Source: an optimization exercise on an open RTL-to-GDS flow (aim: small area, a short achievable clock period and few clock cycles). Production flows keep margins and buffers that such runs may drop. In this exercise RTL edits were held to simulation tests only and were not proved equivalent to the original. No activity file was given, so power comes from the tool's default toggle rates.

==> design.v <==
module IMC(
    clk,
    rst_n,
    IN_VALID,
    IN,
    OUT_VALID,
    OUT
    );
input           clk, rst_n, IN_VALID;
input  [ 3:0]   IN;
output reg      OUT_VALID;
output reg [13:0] OUT;
reg  [3:0] t;                    
reg  [3:0] p3, p2, p1, p0;
wire dt1;
wire dt2;
wire dt3;
wire dt4;
wire dt5;
wire dt6;
wire dt7;
wire dt8;
wire dt9;
wire dt10;
wire dt11;
wire dt12;
wire dt13;
wire dt14;
wire dt15;
wire dt16;
wire dt17;
wire dt18;
wire dt19;
wire dt20;
wire dt21;
wire dt22;
wire dt23;
wire dt24;
wire dt25;
wire dt26;
wire dt27;
wire dt28;
wire dt29;
wire dt30;
wire dt31;
wire dt32;
wire dt33;
wire dt34;
wire dt35;
wire dt36;
wire dt37;
wire dt38;
wire dt39;
wire dt40;
wire dt41;
wire dt42;
wire dt43;
wire dt44;
wire dt45;
wire dt46;
wire dt47;
wire dt48;
wire dt49;
wire dt50;
assign dt1 = ((p3[0] & p0[2])) ^ ((p3[1] & p0[1])) ^ ((p3[2] & p0[0]));
assign dt2 = (((p3[0] & p0[2])) & ((p3[1] & p0[1]))) | (((p3[0] & p0[2])) & ((p3[2] & p0[0]))) | (((p3[1] & p0[1])) & ((p3[2] & p0[0])));
assign dt3 = (~(p3[0] & p0[3])) ^ ((p3[1] & p0[2])) ^ ((p3[2] & p0[1]));
assign dt4 = ((~(p3[0] & p0[3])) & ((p3[1] & p0[2]))) | ((~(p3[0] & p0[3])) & ((p3[2] & p0[1]))) | (((p3[1] & p0[2])) & ((p3[2] & p0[1])));
assign dt5 = (~(p3[3] & p0[0])) ^ ((p2[0] & p1[3])) ^ (~(p2[1] & p1[2]));
assign dt6 = ((~(p3[3] & p0[0])) & ((p2[0] & p1[3]))) | ((~(p3[3] & p0[0])) & (~(p2[1] & p1[2]))) | (((p2[0] & p1[3])) & (~(p2[1] & p1[2])));
assign dt7 = (~(p3[1] & p0[3])) ^ ((p3[2] & p0[2])) ^ (~(p3[3] & p0[1]));
assign dt8 = ((~(p3[1] & p0[3])) & ((p3[2] & p0[2]))) | ((~(p3[1] & p0[3])) & (~(p3[3] & p0[1]))) | (((p3[2] & p0[2])) & (~(p3[3] & p0[1])));
assign dt9 = ((p2[1] & p1[3])) ^ (~(p2[2] & p1[2])) ^ ((p2[3] & p1[1]));
assign dt10 = (((p2[1] & p1[3])) & (~(p2[2] & p1[2]))) | (((p2[1] & p1[3])) & ((p2[3] & p1[1]))) | ((~(p2[2] & p1[2])) & ((p2[3] & p1[1])));
assign dt11 = ((p3[0] & p0[1])) ^ ((p3[1] & p0[0])) ^ (~(p2[0] & p1[1]));
assign dt12 = (((p3[0] & p0[1])) & ((p3[1] & p0[0]))) | (((p3[0] & p0[1])) & (~(p2[0] & p1[1]))) | (((p3[1] & p0[0])) & (~(p2[0] & p1[1])));
assign dt13 = (~(p2[0] & p1[2])) ^ (~(p2[1] & p1[1])) ^ (~(p2[2] & p1[0]));
assign dt14 = ((~(p2[0] & p1[2])) & (~(p2[1] & p1[1]))) | ((~(p2[0] & p1[2])) & (~(p2[2] & p1[0]))) | ((~(p2[1] & p1[1])) & (~(p2[2] & p1[0])));
assign dt15 = (~(p2[2] & p1[1])) ^ ((p2[3] & p1[0])) ^ (1'b1);
assign dt16 = ((~(p2[2] & p1[1])) & ((p2[3] & p1[0]))) | ((~(p2[2] & p1[1])) & (1'b1)) | (((p2[3] & p1[0])) & (1'b1));
assign dt17 = (dt2) ^ (dt3) ^ (dt5);
assign dt18 = ((dt2) & (dt3)) | ((dt2) & (dt5)) | ((dt3) & (dt5));
assign dt19 = (1'b1) ^ (dt4) ^ (dt6);
assign dt20 = ((1'b1) & (dt4)) | ((1'b1) & (dt6)) | ((dt4) & (dt6));
assign dt21 = (dt7) ^ (dt9) ^ (dt16);
assign dt22 = ((dt7) & (dt9)) | ((dt7) & (dt16)) | ((dt9) & (dt16));
assign dt23 = (~(p3[2] & p0[3])) ^ (~(p3[3] & p0[2])) ^ ((p2[2] & p1[3]));
assign dt24 = ((~(p3[2] & p0[3])) & (~(p3[3] & p0[2]))) | ((~(p3[2] & p0[3])) & ((p2[2] & p1[3]))) | ((~(p3[3] & p0[2])) & ((p2[2] & p1[3])));
assign dt25 = ((p2[3] & p1[2])) ^ (dt8) ^ (dt10);
assign dt26 = (((p2[3] & p1[2])) & (dt8)) | (((p2[3] & p1[2])) & (dt10)) | ((dt8) & (dt10));
assign dt27 = (1'b1) ^ (dt1) ^ (dt12);
assign dt28 = ((1'b1) & (dt1)) | ((1'b1) & (dt12)) | ((dt1) & (dt12));
assign dt29 = (dt14) ^ (dt15) ^ (dt17);
assign dt30 = ((dt14) & (dt15)) | ((dt14) & (dt17)) | ((dt15) & (dt17));
assign dt31 = (dt18) ^ (dt19) ^ (dt21);
assign dt32 = ((dt18) & (dt19)) | ((dt18) & (dt21)) | ((dt19) & (dt21));
assign dt33 = (dt20) ^ (dt22) ^ (dt23);
assign dt34 = ((dt20) & (dt22)) | ((dt20) & (dt23)) | ((dt22) & (dt23));
assign dt35 = ((p3[3] & p0[3])) ^ (~(p2[3] & p1[3])) ^ (dt24);
assign dt36 = (((p3[3] & p0[3])) & (~(p2[3] & p1[3]))) | (((p3[3] & p0[3])) & (dt24)) | ((~(p2[3] & p1[3])) & (dt24));
assign dt37 = ((p3[0] & p0[0])) ^ (~(p2[0] & p1[0])) ^ (1'b1);
assign dt38 = (((p3[0] & p0[0])) & (~(p2[0] & p1[0]))) | (((p3[0] & p0[0])) & (1'b1)) | ((~(p2[0] & p1[0])) & (1'b1));
assign dt39 = (~(p2[1] & p1[0])) ^ (1'b1) ^ (dt11);
assign dt40 = ((~(p2[1] & p1[0])) & (1'b1)) | ((~(p2[1] & p1[0])) & (dt11)) | ((1'b1) & (dt11));
assign dt41 = (dt13) ^ (dt27) ^ (dt40);
assign dt42 = ((dt13) & (dt27)) | ((dt13) & (dt40)) | ((dt27) & (dt40));
assign dt43 = (dt28) ^ (dt29) ^ (dt42);
assign dt44 = ((dt28) & (dt29)) | ((dt28) & (dt42)) | ((dt29) & (dt42));
assign dt45 = (dt30) ^ (dt31) ^ (dt44);
assign dt46 = ((dt30) & (dt31)) | ((dt30) & (dt44)) | ((dt31) & (dt44));
assign dt47 = (dt25) ^ (dt32) ^ (dt33);
assign dt48 = ((dt25) & (dt32)) | ((dt25) & (dt33)) | ((dt32) & (dt33));
assign dt49 = (dt26) ^ (dt34) ^ (dt35);
assign dt50 = ((dt26) & (dt34)) | ((dt26) & (dt35)) | ((dt34) & (dt35));
wire [7:0] det = {dt36,dt48,dt46,dt45,dt43,dt41,dt38,dt37} + {dt50,dt49,dt47,1'b0,1'b0,1'b0,dt39,1'b0};
wire [6:0]  dlow = {|det[5:0], |det[4:0], |det[3:0], |det[2:0], |det[1:0], det[0], 1'b0};
wire [6:0]  dmag = det[6:0] ^ ({7{det[7]}} & dlow);
wire        nonsing = |det;
reg  [6:0]  D;                   
reg         sd;                  
wire [16:0] R;                   
wire rg0;
wire rg1;
wire rg2;
wire rg3;
wire rg4;
wire rg5;
wire rg6;
wire rg7;
wire rg8;
wire rg9;
wire rg10;
wire rg11;
wire rg12;
wire rg13;
wire rg14;
wire rg15;
wire rg16;
wire rg17;
wire rg18;
wire rg19;
wire rg20;
wire rg21;
wire rg22;
wire rg23;
wire rg24;
wire rg25;
wire rg26;
wire rg27;
wire rg28;
wire rg29;
wire rg30;
wire rg31;
wire rg32;
wire rg33;
wire rg34;
wire rg35;
wire rg36;
wire rg37;
wire rg38;
wire rg39;
wire rg40;
wire rg41;
wire rg42;
wire rg43;
wire rg44;
wire rg45;
wire rg46;
wire rg47;
wire rg48;
wire rg49;
wire rg50;
wire rg51;
wire rg52;
wire rg53;
wire rg54;
wire rg55;
wire rg56;
wire rg57;
wire rg58;
wire rg59;
wire rg60;
wire rg61;
wire rg62;
wire rg63;
wire rg64;
wire rg65;
wire rg66;
wire rg67;
wire rg68;
wire rg69;
wire rg70;
wire rg71;
wire rg72;
wire rg73;
wire rg74;
wire rg75;
wire rg76;
wire rg77;
wire rg78;
wire rg79;
wire rg80;
wire rg81;
wire rg82;
wire rg83;
wire rg84;
wire rg85;
wire rg86;
wire rg87;
wire rg88;
wire rg89;
wire rg90;
wire rg91;
wire rg92;
wire rg93;
wire rg94;
wire rg95;
wire rg96;
wire rg97;
wire rg98;
wire rg99;
wire rg100;
wire rg101;
wire rg102;
wire rg103;
wire rg104;
wire rg105;
wire rg106;
wire rg107;
wire rg108;
wire rg109;
wire rg110;
wire rg111;
wire rg112;
wire rg113;
wire rg114;
wire rg115;
wire rg116;
wire rg117;
wire rg118;
wire rg119;
wire rg120;
wire rg121;
wire rg122;
wire rg123;
wire rg124;
wire rg125;
wire rg126;
wire rg127;
wire rg128;
wire rg129;
wire rg130;
wire rg131;
wire rg132;
wire rg133;
wire rg134;
wire rg135;
wire rg136;
wire rg137;
wire rg138;
wire rg139;
wire rg140;
wire rg141;
wire rg142;
wire rg143;
wire rg144;
wire rg145;
wire rg146;
wire rg147;
wire rg148;
wire rg149;
wire rg150;
wire rg151;
wire rg152;
wire rg153;
wire rg154;
wire rg155;
wire rg156;
wire rg157;
wire rg158;
wire rg159;
wire rg160;
wire rg161;
wire rg162;
wire rg163;
wire rg164;
wire rg165;
wire rg166;
wire rg167;
wire rg168;
wire rg169;
wire rg170;
wire rg171;
wire rg172;
wire rg173;
wire rg174;
wire rg175;
wire rg176;
wire rg177;
wire rg178;
wire rg179;
wire rg180;
wire rg181;
wire rg182;
wire rg183;
wire rg184;
wire rg185;
wire rg186;
wire rg187;
wire rg188;
wire rg189;
wire rg190;
wire rg191;
wire rg192;
wire rg193;
wire rg194;
wire rg195;
wire rg196;
wire rg197;
wire rg198;
wire rg199;
wire rg200;
wire rg201;
wire rg202;
wire rg203;
wire rg204;
wire rg205;
wire rg206;
wire rg207;
wire rg208;
wire rg209;
wire rg210;
wire rg211;
wire rg212;
wire rg213;
wire rg214;
wire rg215;
wire rg216;
wire rg217;
wire rg218;
wire rg219;
wire rg220;
wire rg221;
wire rg222;
wire rg223;
wire rg224;
wire rg225;
wire rg226;
wire rg227;
wire rg228;
wire rg229;
wire rg230;
wire rg231;
wire rg232;
wire rg233;
wire rg234;
wire rg235;
wire rg236;
wire rg237;
wire rg238;
wire rg239;
wire rg240;
wire rg241;
wire rg242;
wire rg243;
wire rg244;
wire rg245;
wire rg246;
wire rg247;
wire rg248;
wire rg249;
wire rg250;
wire rg251;
wire rg252;
wire rg253;
wire rg254;
wire rg255;
wire rg256;
wire rg257;
wire rg258;
wire rg259;
wire rg260;
wire rg261;
wire rg262;
wire rg263;
wire rg264;
wire rg265;
wire rg266;
wire rg267;
wire rg268;
wire rg269;
wire rg270;
wire rg271;
wire rg272;
wire rg273;
wire rg274;
wire rg275;
wire rg276;
wire rg277;
wire rg278;
wire rg279;
wire rg280;
wire rg281;
wire rg282;
wire rg283;
wire rg284;
wire rg285;
wire rg286;
wire rg287;
wire rg288;
wire rg289;
wire rg290;
wire rg291;
wire rg292;
wire rg293;
wire rg294;
wire rg295;
wire rg296;
wire rg297;
wire rg298;
wire rg299;
wire rg300;
wire rg301;
wire rg302;
wire rg303;
wire rg304;
wire rg305;
wire rg306;
wire rg307;
wire rg308;
wire rg309;
wire rg310;
wire rg311;
wire rg312;
wire rg313;
wire rg314;
wire rg315;
wire rg316;
wire rg317;
wire rg318;
wire rg319;
wire rg320;
wire rg321;
wire rg322;
wire rg323;
wire rg324;
wire rg325;
wire rg326;
wire rg327;
wire rg328;
wire rg329;
wire rg330;
assign rg306 = ~D[2];
assign rg305 = ~D[1];
assign rg304 = ~(D[4] | D[5]);
assign rg303 = ~(D[5] | D[6]);
assign rg302 = rg304 & ~(D[6]);
assign rg301 = D[0] | ~(D[1]);
assign rg300 = ~(D[3] | D[2]);
assign rg299 = D[1] & ~(D[2]);
assign rg298 = D[3] | D[0];
assign rg297 = rg299 & ~(rg298);
assign rg296 = ~(D[3] | D[4]);
assign R[15] = rg302 & rg297;
assign rg295 = D[0] & D[1];
assign rg294 = D[2] | rg295;
assign rg293 = D[0] | D[1];
assign rg292 = ~(D[2] & rg293);
assign rg291 = D[0] & ~(D[2]);
assign rg290 = ~(D[1] & rg291);
assign rg289 = D[0] | ~(D[2]);
assign rg288 = D[2] & ~(rg293);
assign rg287 = rg290 & ~(rg288);
assign rg286 = D[3] | rg287;
assign R[14] = rg302 & ~(rg286);
assign rg285 = D[2] | ~(D[3]);
assign rg284 = D[2] | D[1];
assign rg283 = D[3] & ~(D[0]);
assign rg282 = rg293 | rg285;
assign rg281 = D[2] & D[1];
assign rg280 = ~(D[2] & D[1]);
assign rg279 = D[3] | rg280;
assign rg278 = D[0] & ~(D[3]);
assign rg277 = D[2] & D[0];
assign rg276 = ~(D[2] & rg278);
assign rg275 = D[3] | rg292;
assign rg274 = ~(rg282 & rg275);
assign R[13] = rg302 & rg274;
assign rg273 = ~(D[3] | D[1]);
assign rg272 = ~(D[3] | rg281);
assign rg271 = rg280 & rg278;
assign rg270 = D[3] | ~(rg295);
assign rg269 = ~(rg284 & rg278);
assign rg268 = rg281 | rg269;
assign rg267 = D[0] | rg284;
assign rg266 = D[3] & rg267;
assign rg265 = ~(D[4] | rg266);
assign rg264 = ~(rg268 & rg265);
assign rg263 = rg300 & ~(rg293);
assign rg262 = rg263 | ~(D[4]);
assign rg261 = rg303 & rg262;
assign R[12] = rg264 & rg261;
assign rg260 = D[4] | ~(rg263);
assign rg259 = D[5] & rg260;
assign rg258 = ~(D[6] | rg259);
assign rg257 = D[1] | ~(D[0]);
assign rg256 = rg301 & rg257;
assign rg255 = rg285 | rg256;
assign rg254 = rg298 | rg280;
assign rg253 = rg304 & rg254;
assign rg252 = ~(rg255 & rg253);
assign rg251 = D[4] & ~(D[5]);
assign rg250 = ~(rg263 & rg251);
assign rg249 = rg252 & rg250;
assign R[11] = rg258 & rg249;
assign rg248 = ~(rg304 & rg263);
assign rg247 = ~(D[6] & rg248);
assign rg246 = rg291 | ~(rg289);
assign rg245 = D[3] & rg280;
assign rg244 = ~(rg246 & rg245);
assign rg243 = ~(rg270 & rg244);
assign rg242 = ~(rg304 & rg243);
assign rg241 = rg272 & rg267;
assign rg240 = ~(rg251 & rg241);
assign rg239 = rg242 & rg240;
assign rg238 = ~(rg258 & rg239);
assign R[10] = rg247 & rg238;
assign rg237 = ~(D[4] | rg263);
assign rg236 = ~(D[3] & rg294);
assign rg235 = rg237 & rg236;
assign rg234 = ~(D[5] & rg235);
assign rg233 = D[2] & ~(rg295);
assign rg232 = D[2] & ~(rg256);
assign rg231 = rg295 ? rg285 : rg292;
assign rg230 = rg231 | ~(rg304);
assign rg229 = ~(D[3] | rg291);
assign rg228 = D[1] | rg291;
assign rg227 = rg284 | ~(rg298);
assign rg226 = ~(D[1] & rg229);
assign rg225 = ~(rg227 & rg226);
assign rg224 = ~(rg251 & rg225);
assign rg223 = rg230 & rg224;
assign rg222 = ~(rg234 & rg223);
assign R[9] = D[6] ? rg248 : rg222;
assign rg221 = ~(rg284 & rg280);
assign rg220 = D[0] | ~(rg284);
assign rg219 = D[0] ? D[2] : rg221;
assign rg218 = ~(D[3] | rg219);
assign rg217 = ~(D[4] | rg218);
assign rg216 = ~(rg236 & rg217);
assign rg215 = rg300 | ~(D[4]);
assign rg214 = D[5] & rg215;
assign rg213 = ~(rg216 & rg214);
assign rg212 = D[3] & rg284;
assign rg211 = D[0] | rg280;
assign rg210 = ~(rg212 & rg211);
assign rg209 = ~(rg268 & rg210);
assign rg208 = ~(rg304 & rg209);
assign rg207 = ~(D[3] & rg221);
assign rg206 = D[2] ? D[1] : D[0];
assign rg205 = rg283 | rg206;
assign rg204 = rg251 & rg205;
assign rg203 = ~(rg207 & rg204);
assign rg202 = rg208 & rg203;
assign rg201 = ~(rg213 & rg202);
assign rg200 = D[4] & ~(rg272);
assign rg199 = ~(D[5] | rg200);
assign rg198 = rg260 & rg199;
assign R[8] = D[6] ? rg198 : rg201;
assign rg197 = rg266 | rg215;
assign rg196 = ~(D[0] & rg281);
assign rg195 = rg236 | ~(rg196);
assign rg194 = D[3] | rg256;
assign rg193 = rg276 & rg194;
assign rg192 = rg195 & rg193;
assign rg191 = D[4] | rg192;
assign rg190 = ~(rg197 & rg191);
assign rg189 = ~(D[5] & rg190);
assign rg188 = D[3] | rg289;
assign rg187 = D[3] & ~(rg291);
assign rg186 = D[2] & rg301;
assign rg185 = ~(D[2] & rg256);
assign rg184 = ~(rg187 & rg185);
assign rg183 = ~(rg188 & rg184);
assign rg182 = ~(rg251 & rg183);
assign rg181 = ~(rg304 & rg293);
assign rg180 = D[3] ? rg206 : rg280;
assign rg179 = rg181 | rg180;
assign rg178 = rg182 & rg179;
assign rg177 = rg189 & rg178;
assign rg176 = D[6] | rg177;
assign rg175 = rg212 | ~(rg237);
assign rg174 = ~(rg199 & rg175);
assign rg173 = ~(rg296 & rg196);
assign rg172 = ~(D[5] & rg173);
assign rg171 = D[6] & rg172;
assign rg170 = ~(rg174 & rg171);
assign R[7] = ~(rg176 & rg170);
assign rg169 = ~(rg212 & rg196);
assign rg168 = ~(rg217 & rg169);
assign rg167 = D[4] & rg279;
assign rg166 = rg167 & ~(rg245);
assign rg165 = ~(D[5] | rg166);
assign rg164 = ~(rg168 & rg165);
assign rg163 = D[3] | rg284;
assign rg162 = ~(D[4] & rg163);
assign rg161 = rg172 | ~(rg162);
assign rg160 = D[6] & rg161;
assign rg159 = ~(rg164 & rg160);
assign rg158 = D[3] ? rg219 : rg228;
assign rg157 = ~(D[4] & rg158);
assign rg156 = ~(D[3] & rg257);
assign rg155 = ~(D[3] & rg256);
assign rg154 = ~(D[4] | rg271);
assign rg153 = ~(rg155 & rg154);
assign rg152 = D[5] & rg157;
assign rg151 = ~(rg153 & rg152);
assign rg150 = ~(rg289 & rg212);
assign rg149 = ~(rg286 & rg150);
assign rg148 = ~(rg251 & rg149);
assign rg147 = D[3] | rg299;
assign rg146 = rg304 & rg246;
assign rg145 = rg147 & rg146;
assign rg144 = ~(D[6] | rg145);
assign rg143 = rg148 & rg144;
assign rg142 = ~(rg151 & rg143);
assign R[6] = rg159 & rg142;
assign rg141 = rg306 ? rg257 : D[0];
assign rg140 = ~(rg272 & rg141);
assign rg139 = D[4] & rg140;
assign rg138 = ~(rg155 & rg139);
assign rg137 = D[3] | rg232;
assign rg136 = rg284 & rg283;
assign rg135 = ~(D[4] | rg136);
assign rg134 = ~(rg137 & rg135);
assign rg133 = ~(rg138 & rg134);
assign rg132 = ~(D[5] & rg133);
assign rg131 = rg304 & rg156;
assign rg130 = ~(rg137 & rg131);
assign rg129 = ~(rg293 & rg187);
assign rg128 = rg277 | ~(rg273);
assign rg127 = rg251 & rg128;
assign rg126 = ~(rg129 & rg127);
assign rg125 = rg130 & rg126;
assign rg124 = rg132 & rg125;
assign rg123 = D[6] | rg124;
assign rg122 = rg233 | rg147;
assign rg121 = rg285 & rg122;
assign rg120 = D[4] | rg121;
assign rg119 = D[5] & rg162;
assign rg118 = ~(rg120 & rg119);
assign rg117 = D[1] & rg289;
assign rg116 = ~(D[3] & rg117);
assign rg115 = rg194 & rg116;
assign rg114 = ~(rg304 & rg115);
assign rg113 = rg251 & ~(rg221);
assign rg112 = D[6] & ~(rg113);
assign rg111 = rg114 & rg112;
assign rg110 = ~(rg118 & rg111);
assign R[5] = ~(rg123 & rg110);
assign rg109 = rg270 & rg188;
assign rg108 = ~(rg265 & rg109);
assign rg107 = ~(D[3] & rg220);
assign rg106 = D[0] | ~(rg300);
assign rg105 = D[4] & rg106;
assign rg104 = rg194 & rg105;
assign rg103 = ~(rg107 & rg104);
assign rg102 = D[5] & rg103;
assign rg101 = ~(rg108 & rg102);
assign rg100 = ~(rg293 & rg280);
assign rg99 = D[5] | rg100;
assign rg98 = ~(rg162 | rg99);
assign rg97 = ~(D[6] | rg98);
assign rg96 = ~(D[3] & rg186);
assign rg95 = rg269 & rg96;
assign rg94 = ~(rg255 & rg95);
assign rg93 = ~(rg304 & rg94);
assign rg92 = rg97 & rg93;
assign rg91 = ~(rg101 & rg92);
assign rg90 = D[3] | rg221;
assign rg89 = ~(D[4] & rg90);
assign rg88 = rg117 | ~(rg296);
assign rg87 = D[5] & rg88;
assign rg86 = rg89 & rg87;
assign rg85 = ~(rg116 & rg86);
assign rg307 = ~(D[2] ^ rg301);
assign rg308 = ~(D[3] & rg307);
assign rg309 = D[3] ? rg307 : D[0];
assign rg310 = ~(rg304 & rg298);
assign rg311 = ~(rg304 & rg309);
assign rg312 = ~(rg305 & rg106);
assign rg313 = ~(rg251 & rg312);
assign rg314 = D[6] & rg313;
assign rg315 = rg311 & rg314;
assign rg316 = ~(rg85 & rg315);
assign R[4] = rg91 & rg316;
assign rg317 = ~(rg229 & rg211);
assign rg318 = rg308 & rg317;
assign rg319 = D[4] | rg318;
assign rg320 = D[4] & ~(D[3]);
assign rg321 = ~(rg257 & rg320);
assign rg322 = rg186 | rg321;
assign rg323 = ~(rg319 & rg322);
assign rg324 = ~(D[5] & rg323);
assign rg325 = ~(rg280 & rg155);
assign rg326 = ~(rg304 & rg325);
assign rg327 = D[6] & rg326;
assign rg328 = rg306 ? rg194 : rg298;
assign rg329 = rg283 | ~(rg328);
assign rg330 = ~(rg251 & rg329);
assign rg0 = rg327 & rg330;
assign rg1 = ~(rg324 & rg0);
assign rg2 = rg328 | ~(D[4]);
assign rg3 = ~(rg296 & rg233);
assign rg4 = rg255 & rg3;
assign rg5 = ~(rg2 & rg4);
assign rg6 = ~(D[5] & rg5);
assign rg7 = D[3] ? rg186 : rg219;
assign rg8 = rg7 | ~(rg251);
assign rg9 = ~(rg301 | rg300);
assign rg10 = rg304 & rg9;
assign rg11 = ~(D[6] | rg10);
assign rg12 = rg8 & rg11;
assign rg13 = ~(rg6 & rg12);
assign R[3] = rg1 & rg13;
assign rg14 = rg320 & ~(rg291);
assign rg15 = ~(rg211 & rg14);
assign rg16 = ~(D[1] | D[4]);
assign rg17 = ~(rg296 & rg288);
assign rg18 = rg306 & ~(rg155);
assign rg19 = ~(rg15 & rg17);
assign rg20 = rg18 | rg19;
assign rg21 = ~(D[5] & rg20);
assign rg22 = ~(rg300 & rg295);
assign rg23 = ~(D[3] & rg288);
assign rg24 = rg275 & rg23;
assign rg25 = ~(rg22 & rg24);
assign rg26 = ~(rg304 & rg25);
assign rg27 = ~(rg273 & rg246);
assign rg28 = ~(rg305 & rg187);
assign rg29 = ~(rg27 & rg28);
assign rg30 = rg251 & rg29;
assign rg31 = ~(D[6] | rg30);
assign rg32 = rg26 & rg31;
assign rg33 = ~(rg21 & rg32);
assign rg34 = rg272 & rg257;
assign rg35 = D[3] & rg100;
assign rg36 = ~(rg34 | rg35);
assign rg37 = D[4] | rg36;
assign rg38 = rg306 | rg321;
assign rg39 = ~(rg37 & rg38);
assign rg40 = ~(D[5] & rg39);
assign rg41 = ~(rg251 & rg34);
assign rg42 = rg206 | rg310;
assign rg43 = D[6] & rg42;
assign rg44 = rg41 & rg43;
assign rg45 = ~(rg40 & rg44);
assign R[2] = rg33 & rg45;
assign rg46 = D[0] ? rg280 : rg284;
assign rg47 = D[3] ? rg46 : rg287;
assign rg48 = D[4] | ~(rg47);
assign rg49 = D[5] & rg262;
assign rg50 = ~(rg48 & rg49);
assign rg51 = D[2] ? rg278 : rg283;
assign rg52 = ~(rg304 & rg51);
assign rg53 = rg251 & ~(rg22);
assign rg54 = rg277 & rg320;
assign rg55 = ~(D[5] & rg54);
assign rg56 = D[6] & rg55;
assign rg57 = rg52 & ~(rg53);
assign rg58 = rg56 & rg57;
assign rg59 = ~(rg50 & rg58);
assign rg60 = ~(rg16 & rg51);
assign rg61 = D[3] ? rg290 : rg46;
assign rg62 = rg61 | ~(D[4]);
assign rg63 = ~(rg60 & rg62);
assign rg64 = ~(D[5] & rg63);
assign rg65 = rg287 | ~(D[3]);
assign rg66 = ~(rg27 & rg65);
assign rg67 = ~(rg251 & rg66);
assign rg68 = rg136 | ~(rg22);
assign rg69 = rg304 & rg68;
assign rg70 = ~(D[6] | rg69);
assign rg71 = rg67 & rg70;
assign rg72 = ~(rg64 & rg71);
assign R[1] = rg59 & rg72;
assign rg73 = ~(rg254 & rg23);
assign rg74 = ~(rg304 & rg73);
assign rg75 = ~(rg56 & rg74);
assign rg76 = D[3] | rg257;
assign rg77 = rg282 & rg76;
assign rg78 = D[4] | rg77;
assign rg79 = ~(rg117 & rg14);
assign rg80 = ~(rg78 & rg79);
assign rg81 = D[5] & rg80;
assign rg82 = rg282 | ~(rg251);
assign rg83 = D[6] | ~(rg82);
assign rg84 = rg81 | rg83;
assign R[0] = rg75 & rg84;
assign R[16] = rg302 & ~(rg163);
wire        res = (t != 4'd4);   
wire [3:0]  xlow = {|p3[2:0], |p3[1:0], p3[0], 1'b0};
wire [3:0]  m = (p3 ^ ({4{p3[3]}} & xlow)) & {4{res}};
wire        neg = res & (p3[3] ^ sd ^ (t == 4'd6 || t == 4'd7));
wire        s8 = m[3] | (m[2] & m[1] & m[0]);
wire        s4 = m[2] ^ (m[1] & m[0]);
wire        s1 = m[0];
wire        s2 = m[1] & ~m[0];
wire        n0 = m[1] & m[0];
wire mu1;
wire mu2;
wire mu3;
wire mu4;
wire mu5;
wire mu6;
wire mu7;
wire mu8;
wire mu9;
wire mu10;
wire mu11;
wire mu12;
wire mu13;
wire mu14;
wire mu15;
wire mu16;
wire mu17;
wire mu18;
wire mu19;
wire mu20;
wire mu21;
wire mu22;
wire mu23;
wire mu24;
wire mu25;
wire mu26;
wire mu27;
wire mu28;
wire mu29;
wire mu30;
wire mu31;
wire mu32;
wire mu33;
wire mu34;
wire mu35;
wire mu36;
wire mu37;
wire mu38;
wire mu39;
wire mu40;
wire mu41;
wire mu42;
wire mu43;
wire mu44;
wire mu45;
wire mu46;
wire mu47;
wire mu48;
wire mu49;
wire mu50;
wire mu51;
wire mu52;
wire mu53;
wire mu54;
wire mu55;
wire mu56;
wire mu57;
wire mu58;
wire mu59;
wire mu60;
wire mu61;
wire mu62;
wire mu63;
wire mu64;
wire mu65;
wire mu66;
wire mu67;
wire mu68;
wire mu69;
wire mu70;
wire mu71;
wire mu72;
wire mu73;
wire mu74;
wire mu75;
wire mu76;
wire mu77;
wire mu78;
wire mu79;
wire mu80;
assign mu1 = ((((s1 & R[0])) ^ n0)) & (1'b0);
assign mu2 = ((((s1 & R[1]) | (s2 & R[0])) ^ n0)) & (1'b0);
assign mu3 = ((((s1 & R[2]) | (s2 & R[1])) ^ n0)) & ((s4 & R[0]));
assign mu4 = ((((s1 & R[3]) | (s2 & R[2])) ^ n0)) & ((s4 & R[1]) | (s8 & R[0]));
assign mu5 = ((((s1 & R[4]) | (s2 & R[3])) ^ n0)) & ((s4 & R[2]) | (s8 & R[1]));
assign mu6 = ((((s1 & R[5]) | (s2 & R[4])) ^ n0)) & ((s4 & R[3]) | (s8 & R[2]));
assign mu7 = ((((s1 & R[6]) | (s2 & R[5])) ^ n0)) & ((s4 & R[4]) | (s8 & R[3]));
assign mu8 = ((((s1 & R[7]) | (s2 & R[6])) ^ n0)) & ((s4 & R[5]) | (s8 & R[4]));
assign mu9 = ((((s1 & R[8]) | (s2 & R[7])) ^ n0)) & ((s4 & R[6]) | (s8 & R[5]));
assign mu10 = ((((s1 & R[9]) | (s2 & R[8])) ^ n0)) & ((s4 & R[7]) | (s8 & R[6]));
assign mu11 = ((((s1 & R[10]) | (s2 & R[9])) ^ n0)) & ((s4 & R[8]) | (s8 & R[7]));
assign mu12 = ((((s1 & R[11]) | (s2 & R[10])) ^ n0)) & ((s4 & R[9]) | (s8 & R[8]));
assign mu13 = ((((s1 & R[12]) | (s2 & R[11])) ^ n0)) & ((s4 & R[10]) | (s8 & R[9]));
assign mu14 = ((((s1 & R[13]) | (s2 & R[12])) ^ n0)) & ((s4 & R[11]) | (s8 & R[10]));
assign mu15 = ((((s1 & R[14]) | (s2 & R[13])) ^ n0)) & ((s4 & R[12]) | (s8 & R[11]));
assign mu16 = ((((s1 & R[15]) | (s2 & R[14])) ^ n0)) & ((s4 & R[13]) | (s8 & R[12]));
assign mu17 = ((((s1 & R[16]) | (s2 & R[15])) ^ n0)) & ((s4 & R[14]) | (s8 & R[13]));
assign mu18 = ((((s2 & R[16])) ^ n0)) & ((s4 & R[15]) | (s8 & R[14]));
assign mu19 = (n0) & ((s4 & R[16]) | (s8 & R[15]));
assign mu20 = (n0) & ((s8 & R[16]));
assign mu21 = ((((s1 & R[0])) ^ n0)) ^ (1'b0);
assign mu22 = ((((s1 & R[1]) | (s2 & R[0])) ^ n0)) ^ (1'b0);
assign mu23 = ((((s1 & R[2]) | (s2 & R[1])) ^ n0)) ^ ((s4 & R[0]));
assign mu24 = ((((s1 & R[3]) | (s2 & R[2])) ^ n0)) ^ ((s4 & R[1]) | (s8 & R[0]));
assign mu25 = ((((s1 & R[4]) | (s2 & R[3])) ^ n0)) ^ ((s4 & R[2]) | (s8 & R[1]));
assign mu26 = ((((s1 & R[5]) | (s2 & R[4])) ^ n0)) ^ ((s4 & R[3]) | (s8 & R[2]));
assign mu27 = ((((s1 & R[6]) | (s2 & R[5])) ^ n0)) ^ ((s4 & R[4]) | (s8 & R[3]));
assign mu28 = ((((s1 & R[7]) | (s2 & R[6])) ^ n0)) ^ ((s4 & R[5]) | (s8 & R[4]));
assign mu29 = ((((s1 & R[8]) | (s2 & R[7])) ^ n0)) ^ ((s4 & R[6]) | (s8 & R[5]));
assign mu30 = ((((s1 & R[9]) | (s2 & R[8])) ^ n0)) ^ ((s4 & R[7]) | (s8 & R[6]));
assign mu31 = ((((s1 & R[10]) | (s2 & R[9])) ^ n0)) ^ ((s4 & R[8]) | (s8 & R[7]));
assign mu32 = ((((s1 & R[11]) | (s2 & R[10])) ^ n0)) ^ ((s4 & R[9]) | (s8 & R[8]));
assign mu33 = ((((s1 & R[12]) | (s2 & R[11])) ^ n0)) ^ ((s4 & R[10]) | (s8 & R[9]));
assign mu34 = ((((s1 & R[13]) | (s2 & R[12])) ^ n0)) ^ ((s4 & R[11]) | (s8 & R[10]));
assign mu35 = ((((s1 & R[14]) | (s2 & R[13])) ^ n0)) ^ ((s4 & R[12]) | (s8 & R[11]));
assign mu36 = ((((s1 & R[15]) | (s2 & R[14])) ^ n0)) ^ ((s4 & R[13]) | (s8 & R[12]));
assign mu37 = ((((s1 & R[16]) | (s2 & R[15])) ^ n0)) ^ ((s4 & R[14]) | (s8 & R[13]));
assign mu38 = ((((s2 & R[16])) ^ n0)) ^ ((s4 & R[15]) | (s8 & R[14]));
assign mu39 = (n0) ^ ((s4 & R[16]) | (s8 & R[15]));
assign mu40 = (n0) ^ ((s8 & R[16]));
assign mu41 = (mu1) | (n0 & mu21);
assign mu42 = (mu1 & mu22) | (mu2) | (n0 & mu21 & mu22);
assign mu43 = (mu1 & mu22 & mu23) | (mu2 & mu23) | (mu3) | (n0 & mu21 & mu22 & mu23);
assign mu44 = mu21 ^ (n0);
assign mu45 = mu22 ^ (mu41);
assign mu46 = mu23 ^ (mu42);
assign mu47 = (mu4) | (mu43 & mu24);
assign mu48 = (mu4 & mu25) | (mu5) | (mu43 & mu24 & mu25);
assign mu49 = (mu4 & mu25 & mu26) | (mu5 & mu26) | (mu6) | (mu43 & mu24 & mu25 & mu26);
assign mu50 = mu24 ^ (mu43);
assign mu51 = mu25 ^ (mu47);
assign mu52 = mu26 ^ (mu48);
assign mu53 = (mu7) | (mu49 & mu27);
assign mu54 = (mu7 & mu28) | (mu8) | (mu49 & mu27 & mu28);
assign mu55 = (mu7 & mu28 & mu29) | (mu8 & mu29) | (mu9) | (mu49 & mu27 & mu28 & mu29);
assign mu56 = mu27 ^ (mu49);
assign mu57 = mu28 ^ (mu53);
assign mu58 = mu29 ^ (mu54);
assign mu59 = (mu10) | (mu55 & mu30);
assign mu60 = (mu10 & mu31) | (mu11) | (mu55 & mu30 & mu31);
assign mu61 = (mu10 & mu31 & mu32) | (mu11 & mu32) | (mu12) | (mu55 & mu30 & mu31 & mu32);
assign mu62 = mu30 ^ (mu55);
assign mu63 = mu31 ^ (mu59);
assign mu64 = mu32 ^ (mu60);
assign mu65 = (mu13) | (mu61 & mu33);
assign mu66 = (mu13 & mu34) | (mu14) | (mu61 & mu33 & mu34);
assign mu67 = (mu13 & mu34 & mu35) | (mu14 & mu35) | (mu15) | (mu61 & mu33 & mu34 & mu35);
assign mu68 = mu33 ^ (mu61);
assign mu69 = mu34 ^ (mu65);
assign mu70 = mu35 ^ (mu66);
assign mu71 = (mu16) | (mu67 & mu36);
assign mu72 = (mu16 & mu37) | (mu17) | (mu67 & mu36 & mu37);
assign mu73 = (mu16 & mu37 & mu38) | (mu17 & mu38) | (mu18) | (mu67 & mu36 & mu37 & mu38);
assign mu74 = mu36 ^ (mu67);
assign mu75 = mu37 ^ (mu71);
assign mu76 = mu38 ^ (mu72);
assign mu77 = (mu19) | (mu73 & mu39);
assign mu78 = (mu19 & mu40) | (mu20) | (mu73 & mu39 & mu40);
assign mu79 = mu39 ^ (mu73);
assign mu80 = mu40 ^ (mu77);
wire [19:0] prod = {mu80,mu79,mu76,mu75,mu74,mu70,mu69,mu68,mu64,mu63,mu62,mu58,mu57,mu56,mu52,mu51,mu50,mu46,mu45,mu44};
wire [13:0] qout = (prod[19:6] ^ {14{neg}}) + {13'd0, neg};
wire        shift = ~t[2] & ~t[3];  
always @(posedge clk) begin
    if (shift) begin
        p3 <= p2; p2 <= p1; p1 <= p0; p0 <= IN;
    end else begin
        p3 <= p0; p2 <= p1; p1 <= p3; p0 <= p2;
    end
    if (t == 4'd4) begin
        D  <= dmag;
        sd <= det[7];
    end
    OUT <= qout;
end
always @(posedge clk) begin
    if (!rst_n) begin
        t <= 4'd0;
        OUT_VALID <= 1'b0;
    end else begin
        OUT_VALID <= 1'b0;
        case (t)
            4'd0: t <= IN_VALID ? 4'd1 : 4'd0;
            4'd4: begin
                t <= nonsing ? 4'd5 : 4'd0;
                OUT_VALID <= ~nonsing;
            end
            4'd5, 4'd6, 4'd7, 4'd8: begin
                t <= (t == 4'd8) ? 4'd0 : t + 4'd1;
                OUT_VALID <= 1'b1;
            end
            default: t <= t + 4'd1;
        endcase
    end
end
endmodule
==> flow/run.sh <==
#!/bin/bash
# Layout flow: the standard synthesis, then the combinational logic between
# the (unchanged) flip-flops is mapped again by ABC for area; the rest is the
# standard ORFS layout, with the port buffers made of buf_2 cells.
set -euo pipefail
HERE=$(pwd)
F=$HERE/flow
LIB=$FLOW_HOME/platforms/sky130hd/lib/sky130_fd_sc_hd__tt_025C_1v80.lib
RES=$HERE/orfs/results/sky130hd/IMC/base
YOSYS=$FLOW_HOME/../tools/install/yosys/bin/yosys
[[ -x $YOSYS ]] || YOSYS=yosys

# 1. standard synthesis
bash standard.sh synth > synth.log 2>&1

# 2. re-map the combinational logic
cp $RES/1_2_yosys.v $HERE/standard_netlist.v
{
  echo "read_liberty -ignore_miss_func $LIB"
  echo "blackbox $(tr '\n' ' ' < $F/seq_cells.txt)"
  echo "read_verilog $HERE/standard_netlist.v"
  echo "hierarchy -top $FLOW_TOP"
  echo "flatten"
  echo "hierarchy -top $FLOW_TOP"
  echo "opt -purge"
  echo "abc -liberty $LIB -script $F/area.abc $(sed 's/^/-dont_use /' $F/dont_use.txt | tr '\n' ' ')"
  echo "opt_clean -purge"
  echo "hilomap -singleton -hicell sky130_fd_sc_hd__conb_1 HI -locell sky130_fd_sc_hd__conb_1 LO"
  echo "splitnets"
  echo "opt_clean -purge"
  echo "stat -liberty $LIB"
  echo "write_verilog -noattr -noexpr -nohex -nodec $HERE/resynth.v"
} > $HERE/resynth.ys
$YOSYS -s $HERE/resynth.ys > resynth.log 2>&1
cp $HERE/resynth.v $RES/1_2_yosys.v
rm -f $RES/1_synth.odb $RES/1_synth.sdc
touch $RES/1_2_yosys.v

# 3. the standard layout from the new netlist
bash standard.sh BUFFER_PORTS_ARGS="-buffer_cell sky130_fd_sc_hd__buf_2" finish > layout.log 2>&1
==> flow/area.abc <==
strash
&get -n
&deepsyn -J 50
&put
dch -f
amap
topo
buffer -c
upsize -D 4500
dnsize -D 4500
==> flow/dont_use.txt <==
sky130_fd_sc_hd__lpflow_bleeder_1
sky130_fd_sc_hd__lpflow_clkbufkapwr_1
sky130_fd_sc_hd__lpflow_clkbufkapwr_16
sky130_fd_sc_hd__lpflow_clkbufkapwr_2
sky130_fd_sc_hd__lpflow_clkbufkapwr_4
sky130_fd_sc_hd__lpflow_clkbufkapwr_8
sky130_fd_sc_hd__lpflow_clkinvkapwr_1
sky130_fd_sc_hd__lpflow_clkinvkapwr_16
sky130_fd_sc_hd__lpflow_clkinvkapwr_2
sky130_fd_sc_hd__lpflow_clkinvkapwr_4
sky130_fd_sc_hd__lpflow_clkinvkapwr_8
sky130_fd_sc_hd__lpflow_decapkapwr_12
sky130_fd_sc_hd__lpflow_decapkapwr_3
sky130_fd_sc_hd__lpflow_decapkapwr_4
sky130_fd_sc_hd__lpflow_decapkapwr_6
sky130_fd_sc_hd__lpflow_decapkapwr_8
sky130_fd_sc_hd__lpflow_inputiso0n_1
sky130_fd_sc_hd__lpflow_inputiso0p_1
sky130_fd_sc_hd__lpflow_inputiso1n_1
sky130_fd_sc_hd__lpflow_inputiso1p_1
sky130_fd_sc_hd__lpflow_inputisolatch_1
sky130_fd_sc_hd__lpflow_isobufsrc_1
sky130_fd_sc_hd__lpflow_isobufsrc_16
sky130_fd_sc_hd__lpflow_isobufsrc_2
sky130_fd_sc_hd__lpflow_isobufsrc_4
sky130_fd_sc_hd__lpflow_isobufsrc_8
sky130_fd_sc_hd__lpflow_isobufsrckapwr_16
sky130_fd_sc_hd__lpflow_lsbuf_lh_hl_isowell_tap_1
sky130_fd_sc_hd__lpflow_lsbuf_lh_hl_isowell_tap_2
sky130_fd_sc_hd__lpflow_lsbuf_lh_hl_isowell_tap_4
sky130_fd_sc_hd__lpflow_lsbuf_lh_isowell_4
sky130_fd_sc_hd__lpflow_lsbuf_lh_isowell_tap_1
sky130_fd_sc_hd__lpflow_lsbuf_lh_isowell_tap_2
sky130_fd_sc_hd__lpflow_lsbuf_lh_isowell_tap_4
sky130_fd_sc_hd__probe_p_8
sky130_fd_sc_hd__probec_p_8
==> flow/seq_cells.txt <==
sky130_fd_sc_hd__dfbbn_1
sky130_fd_sc_hd__dfbbn_2
sky130_fd_sc_hd__dfbbp_1
sky130_fd_sc_hd__dfrbp_1
sky130_fd_sc_hd__dfrbp_2
sky130_fd_sc_hd__dfrtn_1
sky130_fd_sc_hd__dfrtp_1
sky130_fd_sc_hd__dfrtp_2
sky130_fd_sc_hd__dfrtp_4
sky130_fd_sc_hd__dfsbp_1
sky130_fd_sc_hd__dfsbp_2
sky130_fd_sc_hd__dfstp_1
sky130_fd_sc_hd__dfstp_2
sky130_fd_sc_hd__dfstp_4
sky130_fd_sc_hd__dfxbp_1
sky130_fd_sc_hd__dfxbp_2
sky130_fd_sc_hd__dfxtp_1
sky130_fd_sc_hd__dfxtp_2
sky130_fd_sc_hd__dfxtp_4
sky130_fd_sc_hd__dlclkp_1
sky130_fd_sc_hd__dlclkp_2
sky130_fd_sc_hd__dlclkp_4
sky130_fd_sc_hd__dlrbn_1
sky130_fd_sc_hd__dlrbn_2
sky130_fd_sc_hd__dlrbp_1
sky130_fd_sc_hd__dlrbp_2
sky130_fd_sc_hd__dlrtn_1
sky130_fd_sc_hd__dlrtn_2
sky130_fd_sc_hd__dlrtn_4
sky130_fd_sc_hd__dlrtp_1
sky130_fd_sc_hd__dlrtp_2
sky130_fd_sc_hd__dlrtp_4
sky130_fd_sc_hd__dlxbn_1
sky130_fd_sc_hd__dlxbn_2
sky130_fd_sc_hd__dlxbp_1
sky130_fd_sc_hd__dlxtn_1
sky130_fd_sc_hd__dlxtn_2
sky130_fd_sc_hd__dlxtn_4
sky130_fd_sc_hd__dlxtp_1
sky130_fd_sc_hd__edfxbp_1
sky130_fd_sc_hd__edfxtp_1
sky130_fd_sc_hd__lpflow_inputisolatch_1
sky130_fd_sc_hd__sdfbbn_1
sky130_fd_sc_hd__sdfbbn_2
sky130_fd_sc_hd__sdfbbp_1
sky130_fd_sc_hd__sdfrbp_1
sky130_fd_sc_hd__sdfrbp_2
sky130_fd_sc_hd__sdfrtn_1
sky130_fd_sc_hd__sdfrtp_1
sky130_fd_sc_hd__sdfrtp_2
sky130_fd_sc_hd__sdfrtp_4
sky130_fd_sc_hd__sdfsbp_1
sky130_fd_sc_hd__sdfsbp_2
sky130_fd_sc_hd__sdfstp_1
sky130_fd_sc_hd__sdfstp_2
sky130_fd_sc_hd__sdfstp_4
sky130_fd_sc_hd__sdfxbp_1
sky130_fd_sc_hd__sdfxbp_2
sky130_fd_sc_hd__sdfxtp_1
sky130_fd_sc_hd__sdfxtp_2
sky130_fd_sc_hd__sdfxtp_4
sky130_fd_sc_hd__sdlclkp_1
sky130_fd_sc_hd__sdlclkp_2
sky130_fd_sc_hd__sdlclkp_4
sky130_fd_sc_hd__sedfxbp_1
sky130_fd_sc_hd__sedfxbp_2
sky130_fd_sc_hd__sedfxtp_1
sky130_fd_sc_hd__sedfxtp_2
sky130_fd_sc_hd__sedfxtp_4
==> standard.sh <==
#!/bin/bash
# synth_recipe.tcl (not shown) runs the flow's synth.tcl, then flattens the netlist and writes it again
# the make line also repeats each setting of config.mk as NAME=value (left out here)
make -C /OpenROAD-flow-scripts/flow DESIGN_CONFIG=/design/flow/config.mk WORK_HOME=/design/flow/orfs CLKGATE_MAP_FILE= SYNTH_SCRIPT=/design/flow/synth_recipe.tcl "${@:-finish}"
==> config.mk <==
export PLATFORM = sky130hd
export DESIGN_NAME = IMC
export DESIGN_NICKNAME = IMC
export VERILOG_FILES = /design/flow/design.v
export SDC_FILE = /design/flow/constraint.sdc
export NUM_CORES = 4
export LEC_CHECK = 0
export CAP_MARGIN = 20
export CORE_MARGIN = 2
export CORE_UTILIZATION = 40
export SLEW_MARGIN = 20
==> constraint.sdc <==
create_clock -name core_clock -period 33.0 [get_ports {clk}]
set_input_delay 6.6000 -clock core_clock [delete_from_list [all_inputs] [get_ports {clk}]]
set_output_delay 6.6000 -clock core_clock [all_outputs]
set_load 0.01 [all_outputs]
==> impl_metrics.csv, run 1 <==
group,metric,value,unit
layout,area_growth_syn_to_layout,9.19,%
floorplan,num_io_pins,22,
floorplan,rows,37,
detailed_routing,avgRoutedWirePerCell,15.7,um
placed_design,io_buffers,21,
critical_path,cp_top_family,"flip-flops",
sta,slew_viol_final,0,
critical_path,crit_chain,"buf_2",
critical_path,reg2reg_slack,26.11,ns
grt,grt.overflow.total,0,
sta,finalSetupTns,0,ns
sta,finalSetupViolations,0,
layout,diodes,0,
critical_path,required,26.40,ns
critical_path,endpoint_kind,"primary output",
power,power_density,51.7,mW/mm^2
clocking,post-cts-setup-buffer-count,0,
job,drv_cap,0,
floorplan,dieArea,0.0111,mm^2
layout,nets,723,
clocking,numCtsBuffers,5,
critical_path,slowest_stage,"dfxtp_1",
clocking,clock-sinks,43,
sta,maxSlewHeadroom,0.444,
sta,rsz0062_at_grt,"false",
yosys,syn_inst,690,
layout,nFillCells,1052,
clocking,cts.path.max_buffers,2,
grt,antenna_found_initial,0,
grt,grt_max_degree,20,
yosys,syn_avg_cell_area,5.96,um^2
critical_path,critical_path_arrival,0.74,ns
clocking,root_buffer,"clkbuf_8",
detailed_routing,drtIter0Drc,387,
detailed_routing,routed_wl,13.4,mm
layout,drive_above_1_share,0.0697,
sta,fmax,0.136,GHz
clocking,cts_tree,"yes",
detailed_routing,vias_per_cell,5.89,
sta,finalClockSkew,0.0138,ns
min_path,hold_class,"flip-flop to flip-flop",
sta,timing.hold.ws,0.365,ns
critical_path,crit_type,"flip-flop to primary output",
sta,period_share,0.222,
yosys,synth_area,0.00411,mm^2
grt,grt_pass1_wl,21.6,mm
clocking,cts_resized,0,
power,ir_worst_vdd,0.0000495,V
floorplan,initial_core_util,0.406,
clocking,clock_latency,0.30,ns
sta,hold_viol,0,
yosys,yosys_warnings,1,
clocking,clk_pin_slew,0.10,ns
critical_path,path_buf_inv,1,
detailed_routing,detail_route.first_pass.iterations,5,
placed_design,dp_hpwl,10.5,mm
placed_design,place_congestion,1.05,
grt,grt_pass1_vias,4531,
power,cellLeakagePower,1.87,nW
detailed_routing,ant_nets,0,
detailed_routing,drc,0,
floorplan,core_area,0.0101,mm^2
status,status,"finished clean",
grt,grt_use_total,0.241,
critical_path,worstPathMaxFanout,1,
sta,period_minus_slack,7.34,ns
sta,tightest_slew,0.813,ns
critical_path,cp_slowest_stage_delay,0.32,ns
floorplan,die_h,105,um
floorplan,die_w,105,um
critical_path,cp-start-kind,"flip-flop",
detailed_routing,vias,5023,
clocking,holdBufCountCts,0,
clocking,cts_max_level,2,
yosys,synth.net_count,697,
-- registers in the layout, indices dropped and copies added, names as in the netlist --
name,cells
OUT,14
D,7
p0,4
p1,4
p2,4
p3,4
t,4
OUT_VALID,1
sd,1
-- where the power goes --
part	internal [mW]	switching, mW	total (mW)
logic	0.0452	0.0815	0.127
clock network	0.0152	0.0205	0.0357
registers	0.0661	0.00368	0.0698
total	0.127	0.106	0.232
-- final timing paths --
kind                       start               to  cells past startpoint
setup / recovery  OUT[9]$_DFF_P_           OUT[9]                      1
hold / removal     p1[2]$_DFF_P_    p2[2]$_DFF_P_                      0
setup reg to reg  D[4]$_DFFE_PP_  OUT[13]$_DFF_P_                     35
hold reg to reg    p1[2]$_DFF_P_    p2[2]$_DFF_P_                      0
-- metal layers --
layer,wire length [um],vias to the layer above,global-route usage
li1,-,2508,-
met1,5500,2183,0.298
met5,0,-,0
met3,1110,74,0.0451
met2,5870,258,0.369
met4,950,0,0.179
-- placed cells by master, fill, tap and decap left out, types with 4 or more instances in the layout --
cell type and n:
nor2_1 195, nand2_1 73, a21oi_1 70, inv_1 69
o21ai_0 64, dfxtp_1 35, o22ai_1 24, buf_2 21
nor3_1 17, a31oi_1 14, a21o_1 14, a22oi_1 10
edfxtp_1 8, o21a_1 7, inv_2 6, a221oi_1 6
o32ai_1 6, nor4_1 5, clkbuf_8 5, buf_4 5
nand3_1 4, a2111oi_0 4, a222oi_1 4
-- stage by stage --
step                      cells   util  power, mW  setup slack [ns]  cell area (um^2)
after floorplan             690      -      0.167             25.90              4110
after global placement      845  0.434      0.194             25.73              4400
after detailed placement    845  0.434      0.197             25.76              4400
after CTS                   853  0.443      0.233             25.64              4490
after global routing        853  0.443      0.255             25.49              4490
final                       853  0.443      0.232             25.66              4490
-- final cells by class --
class,count,area [um^2],share of cell area
clock buffer,5,68.8,0.0153
clock inverter,3,23.8,0.00530
inverter,77,289,0.0644
multi-input combinational,563,2850,0.636
sequential,43,941,0.210
tap,136,170,0.0379
timing repair buffer,26,143,0.0318
Testbench counts, summed over its fixed seeds: cycles 118,728.
==> inputs of run 2 (changes only) <==
==> flow/area.abc (replaced) <==
strash
dc2
dch -f
amap
--- a/config.mk
+++ b/config.mk
@@ -7,5 +7,5 @@
 export LEC_CHECK = 0
-export CAP_MARGIN = 20
+export CAP_MARGIN = 70
 export CORE_MARGIN = 2
 export CORE_UTILIZATION = 40
-export SLEW_MARGIN = 20
+export SLEW_MARGIN = 70
==> run 2 against run 1 <==
  * Register-to-register slack better by 0.32 ns
  * Non-clock buffer count increased by 15
  * Die area is 6.7% higher
  * Sequential share of layout area decreased by 2.8 points
  * Critical path type unchanged
  * Sequential cell count unchanged
  * Global-route usage is 3.8 points higher
  * Combinational power grew to 2.6 times the previous value
  * Final area up 15%
  * Synthesized cell count increased by 11%
  * Via count rose by 15%
  * Largest cell class unchanged
  * Highest routed layer unchanged
==> impl_metrics.csv, run 2 <==
group,metric,value,unit
detailed_routing,vias_per_cell,6.04,
clocking,cts_max_level,2,
clocking,numCtsBuffers,5,
grt,grt_max_degree,23,
critical_path,critical_path_arrival,0.77,ns
placed_design,dp_slack,25.60,ns
sta,period_share,0.223,
layout,nets,822,
clocking,root_buffer,"clkbuf_8",
detailed_routing,drtIter0Drc,434,
layout,finalInstanceArea,0.00518,mm^2
power,cellLeakagePower,1.82,nW
sta,maxSlewHeadroom,0.702,
layout,regArea,941,um^2
clocking,holdBufCountCts,0,
detailed_routing,detail_route.first_pass.iterations,6,
layout,top_regs,"OUT: 14 flops, D: 7 flops",
grt,antenna_found_initial,0,
critical_path,cp.depth,1,
critical_path,slowest_stage,"dfxtp_1",
sta,period_minus_slack,7.37,ns
power,power_density,86.7,mW/mm^2
sta,finalClockSkew,0.00773,ns
clocking,cts.path.max_buffers,2,
floorplan,die_h,109,um
sta,setup_ws,25.63,ns
sta,rsz0062_at_grt,"false",
critical_path,cp-start-kind,"flip-flop",
clocking,cts_resized,0,
detailed_routing,ant_nets,0,
floorplan,dieArea,0.0119,mm^2
layout,largest_reg_flops,14,
sta,finalSetupTns,0,ns
status,status,"finished clean",
layout,final_util,0.480,
yosys,synth.net_count,774,
sta,slew_viol_final,0,
grt,grt_pass1_vias,5197,
critical_path,required,26.40,ns
detailed_routing,vias,5776,
detailed_routing,avgRoutedWirePerCell,16.7,um
layout,drive_above_1_share,0.114,
clocking,post-cts-setup-buffer-count,0,
layout,multiInputGateArea,0.00343,mm^2
job,drv_cap,0,
floorplan,core_area,0.0108,mm^2
floorplan,die_w,109,um
layout,diodes,0,
sta,hold_viol,0,
floorplan,rows,38,
placed_design,dp_hpwl,12.6,mm
yosys,syn_avg_cell_area,5.74,um^2
critical_path,worstPathMaxFanout,1,
clocking,clock_latency,0.30,ns
critical_path,path_buf_inv,1,
clocking,clk_pin_slew,0.09,ns
yosys,synth_area,0.00440,mm^2
sta,fmax,0.136,GHz
yosys,syn_inst,767,
clocking,cts_tree,"yes",
detailed_routing,drc,0,
min_path,whs_path_depth,0,
critical_path,crit_type,"flip-flop to primary output",
critical_path,endpoint_kind,"primary output",
sta,tightest_slew,0.447,ns
placed_design,place_congestion,1.05,
grt,grt_use_total,0.278,
yosys,yosys_warnings,1,
layout,largest_register,"OUT",
power,finalPower,449,uW
layout,nFillCells,1135,
sta,finalSetupViolations,0,
floorplan,initial_core_util,0.408,
detailed_routing,routed_wl,16.0,mm
critical_path,r2r_cells,33,
critical_path,cp_slowest_stage_delay,0.34,ns
min_path,hold_class,"flip-flop to flip-flop",
grt,grt.overflow.total,0,
placed_design,placed_cell_area,0.00498,mm^2
placed_design,io_buffers,21,
floorplan,num_io_pins,22,
clocking,clock-sinks,43,
layout,final_common_cell,"nor2_1",
critical_path,crit_chain,"buf_2",
power,ir_worst_vdd,0.0000790,V
grt,grt_pass1_wl,26.0,mm
layout,area_growth_syn_to_layout,17.7,%
layout,layout_common_cells,"196 x nor2_1, 103 x o21ai_0, 97 x nand2_1",
critical_path,cp_top_family,"flip-flops",
## run 2: metal layers
layer	vias to the layer above	global-route usage	part of all wire
met1	2557	0.368	0.44
met5	-	0	0
met4	0	0.125	0.054
met2	279	0.453	0.44
li1	2862	-	-
met3	78	0.0347	0.066
## run 2: area by class of cell
class                      instances  share of cell area
tap                              140              0.0338
clock buffer                       5              0.0133
inverter                          79              0.0590
multi-input combinational        645               0.663
timing repair buffer              41              0.0449
clock inverter                     3             0.00387
sequential                        43               0.182
## run 2: stage by stage
step | std cells | hold WS, ns
after detailed placement | 946 | 0.371
final | 956 | 0.383
after global routing | 956 | 0.393
after CTS | 954 | 0.385
after global placement | 933 | 0.366
after floorplan | 767 | 0.351
## run 2: final timing paths
path	slack, ns	endpoint	from
setup / recovery	25.63	OUT[8]	OUT[8]$_DFF_P_
hold / removal	0.38	p2[0]$_DFF_P_	p1[0]$_DFF_P_
setup reg to reg	26.43	OUT[12]$_DFF_P_	D[0]$_DFFE_PP_
hold reg to reg	0.38	p2[0]$_DFF_P_	p1[0]$_DFF_P_
## run 2: where the power goes
group,internal (mW),leakage (nW),total (mW),switching (mW)
clock,0.0148,0.0402,0.0345,0.0198
sequential,0.0769,0.366,0.0859,0.00899
combinational,0.108,1.41,0.328,0.220

[static timing again, ports no longer ideal]
No port has a modelled driver above. Below, the same layouts with a new extraction and two added sets of constraints.
Step 1, drivers: a clkbuf_16 drives clk and a buf_2 each remaining input, both assumed.
Step 2 times the ports against the registers' clock, not the clock port: input delays grow and output delays shrink by t, the midpoint of the rising clock arrivals with the driver on.
Slacks: ideal ports / drivers / drivers and shift; pairs: ideal ports / drivers.
| run | t (ns) | setup slack, ns | worst data-port slew with drivers (ns) |
|---|---|---|---|
| run 1 | 0.330 | 25.658 / 25.624 / 25.764 | 0.03 |
| run 2 | 0.333 | 25.633 / 25.599 / 25.574 | 0.03 |
After both steps every run listed still meets setup and hold. For run 2, which loses most, drivers alone change the setup slack by -0.034 ns; drivers and shift together by -0.059 ns.
